This design comes from an exercise in tuning for a short achievable clock period and few clock cycles on the open sky130 flow, not from production work. Function not checked in this run: the RTL went through the layout flow alone. No activity file was given, so power comes from the tool's default toggle rates.

--- design/flow/run.sh ---
#!/bin/bash
# synth_recipe.tcl (not shown) runs the flow's synth.tcl, then flattens the netlist and writes it again
# the make line also repeats each setting of config.mk as NAME=value (left out here)
make -C /OpenROAD-flow-scripts/flow DESIGN_CONFIG=/design/flow/config.mk WORK_HOME=/design/flow/orfs CLKGATE_MAP_FILE= SYNTH_SCRIPT=/design/flow/synth_recipe.tcl finish
--- design/flow/config.mk ---
export PLATFORM = sky130hd
export DESIGN_NAME = thco_core
export DESIGN_NICKNAME = thco_core
export VERILOG_FILES = /design/flow/design.v
export SDC_FILE = /design/flow/constraint.sdc
export NUM_CORES = 4
export LEC_CHECK = 0
export CAP_MARGIN = 20
export CORE_MARGIN = 2
export CORE_UTILIZATION = 40
export SETUP_SLACK_MARGIN = 5
export SLEW_MARGIN = 20
--- design/flow/constraint.sdc ---
create_clock -name core_clock -period 9.5 [get_ports {clk}]
set_input_delay 1.9000 -clock core_clock [delete_from_list [all_inputs] [get_ports {clk}]]
set_output_delay 1.9000 -clock core_clock [all_outputs]
set_load 0.01 [all_outputs]
--- design/flow/design.v ---
module thco_core(
    input wire clk,
    input wire rst,               
    output wire[15:0] mem_addr,
    output wire[15:0] mem_wdata,
    output wire mem_we,
    input wire[15:0] mem_rdata
);
localparam CI = 7;                
localparam CN = 1 << CI;
localparam CT = 16 - CI;          
reg[15:0] pc;                     
reg pend_v;                       
reg[15:0] pend_tgt;
reg f_bus;                        
reg f_pf;                         
reg[15:0] pf;
reg[15:0] c_data[0:CN-1];
reg[CT-1:0] c_tag[0:CN-1];
reg[CN-1:0] c_val;
reg d_v;
reg[15:0] d_ins;
reg[15:0] d_pc1;                  
reg e_v;
reg e_we;                         
reg[3:0] e_dst;
reg e_ld;
reg e_busy;                       
reg e_store;                      
reg e_add, e_sub, e_and, e_or, e_cmp, e_slt, e_sll, e_sra, e_pass;
reg[15:0] e_a, e_b;
reg[2:0] e_sh;
reg[15:0] e_addr;
reg[15:0] e_wdata;
reg[15:0] rf[0:11];
assign mem_addr = ({16{e_busy}} & e_addr) | ({16{f_pf}} & pf) | ({16{f_bus}} & pc);
assign mem_we = e_store;
assign mem_wdata = e_wdata;
wire[CI-1:0] f_idx = pc[CI-1:0];
wire f_hit = c_val[f_idx] && (c_tag[f_idx] == pc[15:CI]);
wire f_ok = f_bus || f_hit;
wire[15:0] f_ins = f_bus ? mem_rdata : c_data[f_idx];
wire[15:0] pc1 = pc + 16'd1;
wire[CI-1:0] n_idx = pc1[CI-1:0];
wire n_hit = c_val[n_idx] && (c_tag[n_idx] == pc1[15:CI]);
wire[CI-1:0] p_idx = pf[CI-1:0];
wire[15:0] pf_dist = pf - pc;
wire pf_ok = (pf_dist < 16'd64);
wire[CI-1:0] s_idx = e_addr[CI-1:0];
wire s_hit = c_val[s_idx] && (c_tag[s_idx] == e_addr[15:CI]);
wire[4:0] op = d_ins[15:11];
wire[2:0] rx = d_ins[10:8];
wire[2:0] ry = d_ins[7:5];
wire[2:0] rz = d_ins[4:2];
wire[15:0] imm8 = {{8{d_ins[7]}}, d_ins[7:0]};
wire[15:0] imm5 = {{11{d_ins[4]}}, d_ins[4:0]};
wire[15:0] imm4 = {{12{d_ins[3]}}, d_ins[3:0]};
wire[15:0] imm11 = {{5{d_ins[10]}}, d_ins[10:0]};
reg useA, useB;
reg[3:0] sA, sB;
reg k_we;
reg[3:0] k_dst;
reg k_ld, k_st;
reg k_add, k_sub, k_and, k_or, k_cmp, k_slt, k_sll, k_sra, k_pass;
reg k_immb;                       
reg[15:0] k_imm;
reg k_const;                      
reg[15:0] k_cval;
reg k_b, k_beqz, k_bnez, k_jr;    
reg[15:0] k_boff;
always @(*) begin
    useA = 1'b0; useB = 1'b0;
    sA = {1'b0, rx}; sB = {1'b0, ry};
    k_we = 1'b0; k_dst = {1'b0, rx};
    k_ld = 1'b0; k_st = 1'b0;
    k_add = 1'b0; k_sub = 1'b0; k_and = 1'b0; k_or = 1'b0;
    k_cmp = 1'b0; k_slt = 1'b0; k_sll = 1'b0; k_sra = 1'b0; k_pass = 1'b0;
    k_immb = 1'b0; k_imm = imm8;
    k_const = 1'b0; k_cval = imm8;
    k_b = 1'b0; k_beqz = 1'b0; k_bnez = 1'b0; k_jr = 1'b0;
    k_boff = imm8;
    case (op)
        5'b00110: begin  
            if (d_ins[1:0] == 2'b00 || d_ins[1:0] == 2'b11) begin
                useA = 1'b1; sA = {1'b0, ry};
                k_we = 1'b1; k_dst = {1'b0, rx};
                k_sll = (d_ins[1:0] == 2'b00);
                k_sra = (d_ins[1:0] == 2'b11);
            end
        end
        5'b11100: begin  
            if (d_ins[1:0] == 2'b01 || d_ins[1:0] == 2'b11) begin
                useA = 1'b1; useB = 1'b1;
                k_we = 1'b1; k_dst = {1'b0, rz};
                k_add = (d_ins[1:0] == 2'b01);
                k_sub = (d_ins[1:0] == 2'b11);
            end
        end
        5'b11101: begin
            case (d_ins[4:0])
                5'b01100: begin useA = 1'b1; useB = 1'b1; k_we = 1'b1; k_and = 1'b1; end
                5'b01101: begin useA = 1'b1; useB = 1'b1; k_we = 1'b1; k_or = 1'b1; end
                5'b01010: begin useA = 1'b1; useB = 1'b1; k_we = 1'b1; k_dst = 4'd10; k_cmp = 1'b1; end
                5'b00011: begin useA = 1'b1; useB = 1'b1; k_we = 1'b1; k_dst = 4'd10; k_slt = 1'b1; end
                5'b00000: begin
                    case (ry)
                        3'b010: begin  
                            k_we = 1'b1; k_pass = 1'b1; k_const = 1'b1; k_cval = d_pc1;
                        end
                        3'b000: begin  
                            useA = 1'b1; k_jr = 1'b1;
                        end
                        3'b001: begin  
                            useA = 1'b1; sA = 4'd9; k_jr = 1'b1;
                        end
                        3'b110: begin  
                            useA = 1'b1; k_jr = 1'b1;
                            k_we = 1'b1; k_dst = 4'd9; k_pass = 1'b1;
                            k_const = 1'b1; k_cval = d_pc1 + 16'd1;
                        end
                        default: ;
                    endcase
                end
                default: ;
            endcase
        end
        5'b01100: begin
            case (rx)
                3'b100: begin  
                    useA = 1'b1; sA = {1'b0, ry}; k_we = 1'b1; k_dst = 4'd8; k_pass = 1'b1;
                end
                3'b011: begin  
                    useA = 1'b1; sA = 4'd8; k_we = 1'b1; k_dst = 4'd8; k_add = 1'b1; k_immb = 1'b1;
                end
                3'b010: begin  
                    useA = 1'b1; sA = 4'd8; useB = 1'b1; sB = 4'd9;
                    k_st = 1'b1; k_add = 1'b1; k_immb = 1'b1;
                end
                3'b000: begin  
                    useA = 1'b1; sA = 4'd10; k_beqz = 1'b1;
                end
                3'b001: begin  
                    useA = 1'b1; sA = 4'd10; k_bnez = 1'b1;
                end
                default: ;
            endcase
        end
        5'b11110: begin
            if (d_ins[1:0] == 2'b00) begin  
                useA = 1'b1; sA = 4'd11; k_we = 1'b1; k_pass = 1'b1;
            end else if (d_ins[1:0] == 2'b01) begin  
                useA = 1'b1; k_we = 1'b1; k_dst = 4'd11; k_pass = 1'b1;
            end
        end
        5'b01001: begin  
            useA = 1'b1; k_we = 1'b1; k_add = 1'b1; k_immb = 1'b1;
        end
        5'b01000: begin  
            useA = 1'b1; k_we = 1'b1; k_dst = {1'b0, ry}; k_add = 1'b1; k_immb = 1'b1; k_imm = imm4;
        end
        5'b01101: begin  
            k_we = 1'b1; k_pass = 1'b1; k_const = 1'b1;
        end
        5'b10011: begin  
            useA = 1'b1; k_we = 1'b1; k_dst = {1'b0, ry}; k_ld = 1'b1;
            k_add = 1'b1; k_immb = 1'b1; k_imm = imm5;
        end
        5'b10010: begin  
            useA = 1'b1; sA = 4'd8; k_we = 1'b1; k_ld = 1'b1; k_add = 1'b1; k_immb = 1'b1;
        end
        5'b11011: begin  
            useA = 1'b1; useB = 1'b1; k_st = 1'b1; k_add = 1'b1; k_immb = 1'b1; k_imm = imm5;
        end
        5'b11010: begin  
            useA = 1'b1; sA = 4'd8; useB = 1'b1; sB = {1'b0, rx};
            k_st = 1'b1; k_add = 1'b1; k_immb = 1'b1;
        end
        5'b00010: begin  
            k_b = 1'b1; k_boff = imm11;
        end
        5'b00100: begin  
            useA = 1'b1; k_beqz = 1'b1;
        end
        5'b00101: begin  
            useA = 1'b1; k_bnez = 1'b1;
        end
        default: ;
    endcase
end
wire e_inv = e_sub | e_slt;
wire[15:0] e_bx = e_b ^ {16{e_inv}};
wire[15:0] e_sum = e_a + e_bx + {15'd0, e_inv};
wire e_ne = (e_a != e_b);
wire e_lt = (e_a[15] & ~e_b[15]) | (~(e_a[15] ^ e_b[15]) & e_sum[15]);
wire[3:0] e_s = (e_sh == 3'd0) ? 4'd8 : {1'b0, e_sh};
wire[15:0] e_sllv = e_a << e_s;
wire[15:0] e_srav = (e_a >> e_s) | ~(16'hffff >> e_s) & {16{e_a[15]}};
wire[15:0] e_andv = e_a & e_b;
wire[15:0] e_orv = e_a | e_b;
wire[15:0] e_res =
    ({16{e_add | e_sub}} & e_sum) |
    ({16{e_and}} & e_andv) |
    ({16{e_or}} & e_orv) |
    ({16{e_sll}} & e_sllv) |
    ({16{e_sra}} & e_srav) |
    ({16{e_pass}} & e_a) |
    {15'd0, (e_cmp & e_ne) | (e_slt & e_lt)};
wire[15:0] e_x = e_a ^ e_b;
wire[15:0] e_o = e_a | e_b;
wire e_zadd = (e_x == {e_o[14:0], 1'b0});
wire e_zero =
    (e_add & e_zadd) |
    (e_sub & ~e_ne) |
    (e_and & ~|e_andv) |
    (e_or & ~|e_orv) |
    (e_sll & ~|e_sllv) |
    (e_sra & ~|e_srav) |
    (e_pass & ~|e_a) |
    (e_cmp & ~e_ne) |
    (e_slt & ~e_lt) |
    ~(e_add | e_sub | e_and | e_or | e_sll | e_sra | e_pass | e_cmp | e_slt);
wire fwdA = e_v && e_we && (e_dst == sA);
wire fwdB = e_v && e_we && (e_dst == sB);
wire[15:0] rfA = (sA < 4'd12) ? rf[sA] : 16'd0;
wire[15:0] rfB = (sB < 4'd12) ? rf[sB] : 16'd0;
wire[15:0] e_val = e_ld ? mem_rdata : e_res;
wire[15:0] valA = fwdA ? e_val : rfA;
wire[15:0] valB = fwdB ? e_val : rfB;
wire agi_haz = (k_ld || k_st) && fwdA;
wire is_br = k_beqz | k_bnez | k_jr;
wire br_haz = is_br && e_ld && fwdA;
wire d_stall = d_v && (agi_haz || br_haz);
wire n_busy = d_v && !d_stall && (k_ld || k_st);
wire[15:0] d_addr = rfA + k_imm;
wire zA = fwdA ? e_zero : ~|rfA;
wire d_taken = d_v && !d_stall && (k_b || k_jr || (k_beqz && zA) || (k_bnez && !zA));
wire[15:0] d_jr = fwdA ? e_res : rfA;
wire[15:0] d_tgt = k_jr ? d_jr : (d_pc1 + k_boff);
integer i;
always @(posedge clk) begin
    if (!rst) begin
        pc <= 16'd0;
        pend_v <= 1'b0;
        f_bus <= 1'b1;
        f_pf <= 1'b0;
        pf <= 16'd0;
        c_val <= {CN{1'b0}};
        d_v <= 1'b0;
        e_v <= 1'b0;
        e_busy <= 1'b0;
        e_store <= 1'b0;
        for (i = 0; i < 12; i = i + 1) rf[i] <= 16'd0;
        rf[8] <= 16'hfe00;
    end else begin
        if (f_bus) begin
            c_data[f_idx] <= mem_rdata;
            c_tag[f_idx] <= pc[15:CI];
            c_val[f_idx] <= 1'b1;
        end else if (f_pf) begin
            c_data[p_idx] <= mem_rdata;
            c_tag[p_idx] <= pf[15:CI];
            c_val[p_idx] <= 1'b1;
        end else if (e_store && s_hit) begin
            c_data[s_idx] <= e_wdata;
        end
        if (!d_stall) begin
            if (f_ok) begin
                pc <= d_taken ? d_tgt : pend_v ? pend_tgt : pc1;
                pend_v <= 1'b0;
            end else if (d_taken) begin
                pend_v <= 1'b1;
            end
            if (d_taken) pend_tgt <= d_tgt;
            d_v <= f_ok;
            d_ins <= f_ins;
            d_pc1 <= pc1;
        end
        if (f_bus && !f_hit) pf <= pc1;
        else if (f_pf) pf <= pf + 16'd1;
        f_pf <= !n_busy && pf_ok &&
                (d_stall ? f_hit : (f_ok && !d_taken && !pend_v && n_hit));
        f_bus <= !n_busy && !(pf_ok &&
                (d_stall ? f_hit : (f_ok && !d_taken && !pend_v && n_hit)));
        if (e_v && e_we) rf[e_dst] <= e_val;
        e_v <= d_v && !d_stall;
        e_busy <= d_v && !d_stall && (k_ld || k_st);
        e_store <= d_v && !d_stall && k_st;
        e_we <= k_we;
        e_dst <= k_dst;
        e_ld <= k_ld;
        e_add <= k_add; e_sub <= k_sub; e_and <= k_and; e_or <= k_or;
        e_cmp <= k_cmp; e_slt <= k_slt; e_sll <= k_sll; e_sra <= k_sra; e_pass <= k_pass;
        e_a <= k_const ? k_cval : valA;
        e_b <= k_immb ? k_imm : valB;
        e_sh <= d_ins[4:2];
        e_addr <= d_addr;
        e_wdata <= valB;
    end
end
endmodule
==> run summary <==
- The flow ran to the end, but the layout failed its checks.
- The violated checks flagged are antenna rules.
- After detailed placement, the design holds a cell count of 15000.
- The stage delay of the slowest cell on the critical path is 0.59 ns.
- The die width is 667 um.
- Summed over all nets, the switching power comes to between 15 and 20 mW.
- Global routing consumed, over all layers together, 30.8% of the routing resources.
- The cell seen most often among critical-path stages is sky130_fd_sc_hd__buf_12.
- The CTS buffer count is 378.
- The finished layout cell area is 0.225 mm^2.
- The cell count after synthesis came out at about 9700.
- The worst setup path is captured at a flip-flop.
- The detail route stage leaves a number of antenna-violating nets equal to 1.
- The number of DRC violations after detailed-routing iteration 0 is 19500.
- The net count of the finished layout is ~11000.
- The most used flip-flop cell after synthesis is sky130_fd_sc_hd__edfxtp_1.
- The capture point of the critical path is c_data[67][6].
- The worst hold slack is 0.498 ns.
- The cell-internal power is 33.4 mW.
- The slowest stage of the critical path belongs to the cell sky130_fd_sc_hd__mux4_2.
- The path type of the worst min-delay path is flip-flop to flip-flop.
- The final layout contains routed wiring with a total length of 716000 um.
- In this run the worst path has a maximum fanout of 8.
- The number of antenna violations at the first check in global routing is 73.
- After synthesis, the netlist uses 94 different library cells.
- The average instance in the mapped netlist occupies 18.2 um^2.
- The part of the total power dissipated in the clock network is about 31%.
- The CTS tree is built.
- For the worst-skew pair, the clock arrives at the later sink with an insertion delay of 1.06 ns.
- The number of nets in the synthesized netlist is 9780.
- The number of buffers and inverters on the critical path is 14.
- The total overflow left after global routing is 0.
- The number of synthesized flops with an enable pin is 3539.
- The instance area at placement is 0.185 mm^2.
- Grouping stages by cell kind, the critical path spends the most delay in buffers and inverters.
- Setup violations remaining at the end of the flow were counted as 0.
- The setup slack on the worst flop-to-flop path is 3.77 ns.
- Counting along the longest clock path gives a buffer depth of 4.
- The deepest level of the CTS H-tree is 5.
- The nature of the critical path startpoint is a flip-flop.
- Hold repair after CTS inserted 0 buffers.
- The total leakage power is 75.9 nW.
- Global routing used 8.85% of the available met3 tracks.
- The type of the worst setup path is flip-flop to flip-flop.
- The capturing point of the worst reg2reg path is c_data[67][6].
- The sequential group share of total power is between 30% and 40%.
- For this run, the number of Yosys warnings is 1.
- For the pin with the worst max-slew slack, the measured transition is 1.19 ns.
- The post-detailed-route via-to-cell ratio is 6.80.
- Detailed placement ended at an HPWL of between 300000 and 400000 um.
- The TritonCTS sink count is between 3000 and 4000.
- The pin count of the biggest net entering global routing is 128.
- The total standard cell area after synthesis is 0.176 mm^2.
- The count of pins over their slew limit came to 0.
- The async set-reset flop share out of synthesis is 0%.
- The total area inside the core boundary comes to 0.438 mm^2.
- The die is 667 um tall.
- For the worst setup path, the data arrival time is 6.47 ns.
- Based on the critical path, the design can be clocked at up to 175 MHz.
- Headroom to the max-slew limit came out at between 20 and 25%.
- The first detailed-routing pass took 7 iterations.
- The power density relative to cell area is about 220 mW/mm^2.
- The clock slew at the register clock pins of the worst setup and hold paths is approximately 0.060 ns.
- The number of fillers in the final layout is 33700.
- The share of cells above drive strength 1 is around two fifths.
- The final number of hold-violating endpoints is 0.
- After routing, the total negative slack on setup checks comes to 0 ns.
- After detailed routing, the average wire length per cell comes to 41.8 um.
- Counting cells, the worst reg-to-reg path comes to 25.
- The startpoint identified for the worst hold timing path is c_val[30].
- The critical path runs through a total of 25 cells.
- In this run the most used layer during global routing was met2.
- Across the routed clock network, the largest skew measured is 0.118 ns.
- The met1 demand-to-capacity share in global routing is 37.7%.
- The max-capacitance violation count is 0.
- The number of I/O port buffers is 50.
- The initial cell density of the core is 40.2%.
- Summing the sequential cell areas from Yosys gives 62.5% of the chip area.
- The number of storage elements in the synthesis netlist is 3720.
- The area of the die is approximately 0.44 mm^2.
- The via count of the first global-routing pass is 111000.
- The worst path uses 60.3% of the clock period.
- The via count is 116000.
- Global routing used 46.6% of the available met2 tracks.
- In this run the clock root is driven by a sky130_fd_sc_hd__clkbuf_16.
- The worst-case IR drop observed on VDD is 0.179 mV.
- After detailed routing, the number of remaining DRC violations is 0.
- Routability-driven placement finished with a final weighted congestion of 0.940.
- The overall power consumption is 49.3 mW.
- Per report_power, the combinational group accounts for 30.3% of the total.
- The required time reported for the critical path endpoint is approximately 10 ns.
- The global-route wire length before repair is 945000 um.
- Setup repair after global routing could not meet its margin everywhere.
- In this run the count of I/O pins placed on the die edge is 51.
- After floorplanning, the core was divided into roughly 240 placement rows.
- The post-layout minimum cycle time is 5.73 ns.
- The non-filler instance count after layout is 17100.
- In this run switching power makes up between 30% and 40% of total power.
- From synthesis to final layout, the design area changed by 27.8%.
## power groups by stage
| stage | Clock, mW | Sequential [mW] | Combinational (mW) |
|---|---|---|---|
| 2_1_floorplan | 0 | 18.8 | 7.96 |
| 3_3_place_gp | 0 | 19.4 | 11.5 |
| 3_5_place_dp | 0 | 19.4 | 11.7 |
| 4_1_cts | 15.3 | 19.0 | 13.9 |
| 5_1_grt | 16.1 | 18.9 | 15.2 |
| 6_report | 15.4 | 18.9 | 14.9 |
## state kept, by name (all words and copies together) (netlist names), 16 cells and up, named ones only
signal,flops
e_addr,16
pc,16
d_pc1,16
c_data,2048
c_tag,1152
rf,192
e_b,16
pend_tgt,16
e_wdata,16
e_a,16
c_val,128
pf,16
## area by class of cell
type                    count  area [um^2]  area share (%)
diodes                     56          140          0.0624
inverters                 151          619           0.276
multi-input cells        5153        67200            29.9
flip-flops and latches   3720       110000            48.9
well taps                5757         7200            3.21
clock buffers             454         9980            4.44
clock inverters           236         2450            1.09
repair buffers           1604        27100            12.1
## Yosys cell counts (32+ instances only)
library cell / instances / area, um^2
sky130_fd_sc_hd__edfxtp_1: 3539 / 106000
sky130_fd_sc_hd__and2_1: 57 / 357
sky130_fd_sc_hd__o21a_1: 46 / 345
sky130_fd_sc_hd__nor3_1: 83 / 415
sky130_fd_sc_hd__nand2_1: 613 / 2300
sky130_fd_sc_hd__and3_1: 32 / 200
sky130_fd_sc_hd__a22o_1: 38 / 333
sky130_fd_sc_hd__a211oi_1: 36 / 270
sky130_fd_sc_hd__o21ai_0: 213 / 1070
sky130_fd_sc_hd__buf_1: 180 / 676
sky130_fd_sc_hd__nor2_1: 625 / 2350
sky130_fd_sc_hd__a31oi_1: 39 / 244
sky130_fd_sc_hd__xnor2_1: 120 / 1050
sky130_fd_sc_hd__mux4_2: 1944 / 43800
sky130_fd_sc_hd__a22oi_1: 33 / 248
sky130_fd_sc_hd__inv_1: 143 / 537
sky130_fd_sc_hd__nand3_1: 88 / 440
sky130_fd_sc_hd__a21oi_1: 211 / 1060
sky130_fd_sc_hd__ha_1: 103 / 1290
sky130_fd_sc_hd__mux2i_1: 165 / 1650
sky130_fd_sc_hd__xor2_1: 45 / 394
sky130_fd_sc_hd__o22ai_1: 48 / 300
sky130_fd_sc_hd__dfxtp_1: 181 / 3620
sky130_fd_sc_hd__o211ai_1: 35 / 263
sky130_fd_sc_hd__nor2b_1: 53 / 332
sky130_fd_sc_hd__clkbuf_1: 482 / 1810
sky130_fd_sc_hd__mux2_2: 63 / 709
## stage by stage
step	setup slack, ns	utilization, %
6_report	3.77	51.3
5_1_grt	3.71	51.3
4_1_cts	3.88	50.2
3_5_place_dp	1.69	42.3
3_3_place_gp	1.75	42.3
2_1_floorplan	3.89	-
## tightest hold or removal path: cells and delay by family, from the launching register on
kind	cells	cell delay, ns
AO/OA/AOI/OAI	1	0.06
AND/OR/NAND/NOR	1	0.05
flip-flops	1	0.33
## how the worst min path moves through the flow
stage,end,slack [ns],cells after the start
finish,c_val[30],0.50,2
global route,c_val[22],0.52,2
CTS,c_val[30],0.49,2
detailed placement,pc[7],0.49,2
global placement,c_val[22],0.48,2
floorplan,pc[7],0.45,2
## repair_timing
action,CTS,global route
setup buffers,766,146
setup endpoints to repair,5067,5029
pin swaps,229,137
resized for setup,1090,310
cloned,346,73
## routing by layer
metal	part of all wire (%)	up-vias	routed length [um]
li1	-	43400	-
met1	33	60300	233000
met2	45	10300	321000
met3	13	2495	92700
met4	9.7	40	69200
met5	0.066	-	476
## kinds of logic (layout without fill, tap and decap cells)
family / after synthesis / in the layout / share of synthesized area, %
fa+ha+maj: 106 / 106 / 0.767
simple gates: 1701 / 1703 / 4.23
xor+xnor: 165 / 165 / 0.822
buf+inv: 855 / 2445 / 1.89
other cells: 0 / 56 / 0
flops: 3720 / 3720 / 62.5
compound gates: 935 / 938 / 3.51
mux: 2174 / 2241 / 26.3
## placed cells by master (no fill, tap or decap), types with 86 or more instances in the layout
cell type	synthesis	routed
sky130_fd_sc_hd__buf_16	0	304
sky130_fd_sc_hd__inv_1	143	133
sky130_fd_sc_hd__mux4_2	1944	1944
sky130_fd_sc_hd__edfxtp_1	3539	3539
sky130_fd_sc_hd__mux2i_1	165	134
sky130_fd_sc_hd__nand2_1	613	576
sky130_fd_sc_hd__ha_1	103	98
sky130_fd_sc_hd__o21ai_0	213	190
sky130_fd_sc_hd__a21oi_1	211	188
sky130_fd_sc_hd__nand3_1	88	86
sky130_fd_sc_hd__nor2_1	625	409
sky130_fd_sc_hd__xnor2_1	120	112
sky130_fd_sc_hd__nor2_4	0	201
sky130_fd_sc_hd__clkbuf_16	0	472
sky130_fd_sc_hd__buf_6	5	289
sky130_fd_sc_hd__buf_12	0	418
sky130_fd_sc_hd__dfxtp_1	181	164
sky130_fd_sc_hd__buf_4	4	355

==> static timing again, ports no longer ideal <==
The results above use ideal ports. As a check the final layout listed here was re-extracted and re-timed, cells and wires unchanged. Step 1 sets driving cells, clkbuf_16 on the clock port and buf_2 on the other inputs (assumed; they add their load-dependent delay and slew). Step 2, shift: input delay + t, output delay - t, t = (earliest + latest rising clock arrival at the registers) / 2. This alone moves slack from input paths to output paths. a / b / c = ideal / step 1 / step 2; a / b = the first two.
t, ns: 1.121
slack for setup (ns): 3.774 / 3.774 / 3.774
clock arrival spread, ns: 0.118 / 0.118
slew at the worst register clock pin (ns): 0.09 / 0.09
The setup slack of this run moves by 0.000 ns with the drivers and by 0.000 ns with both steps.
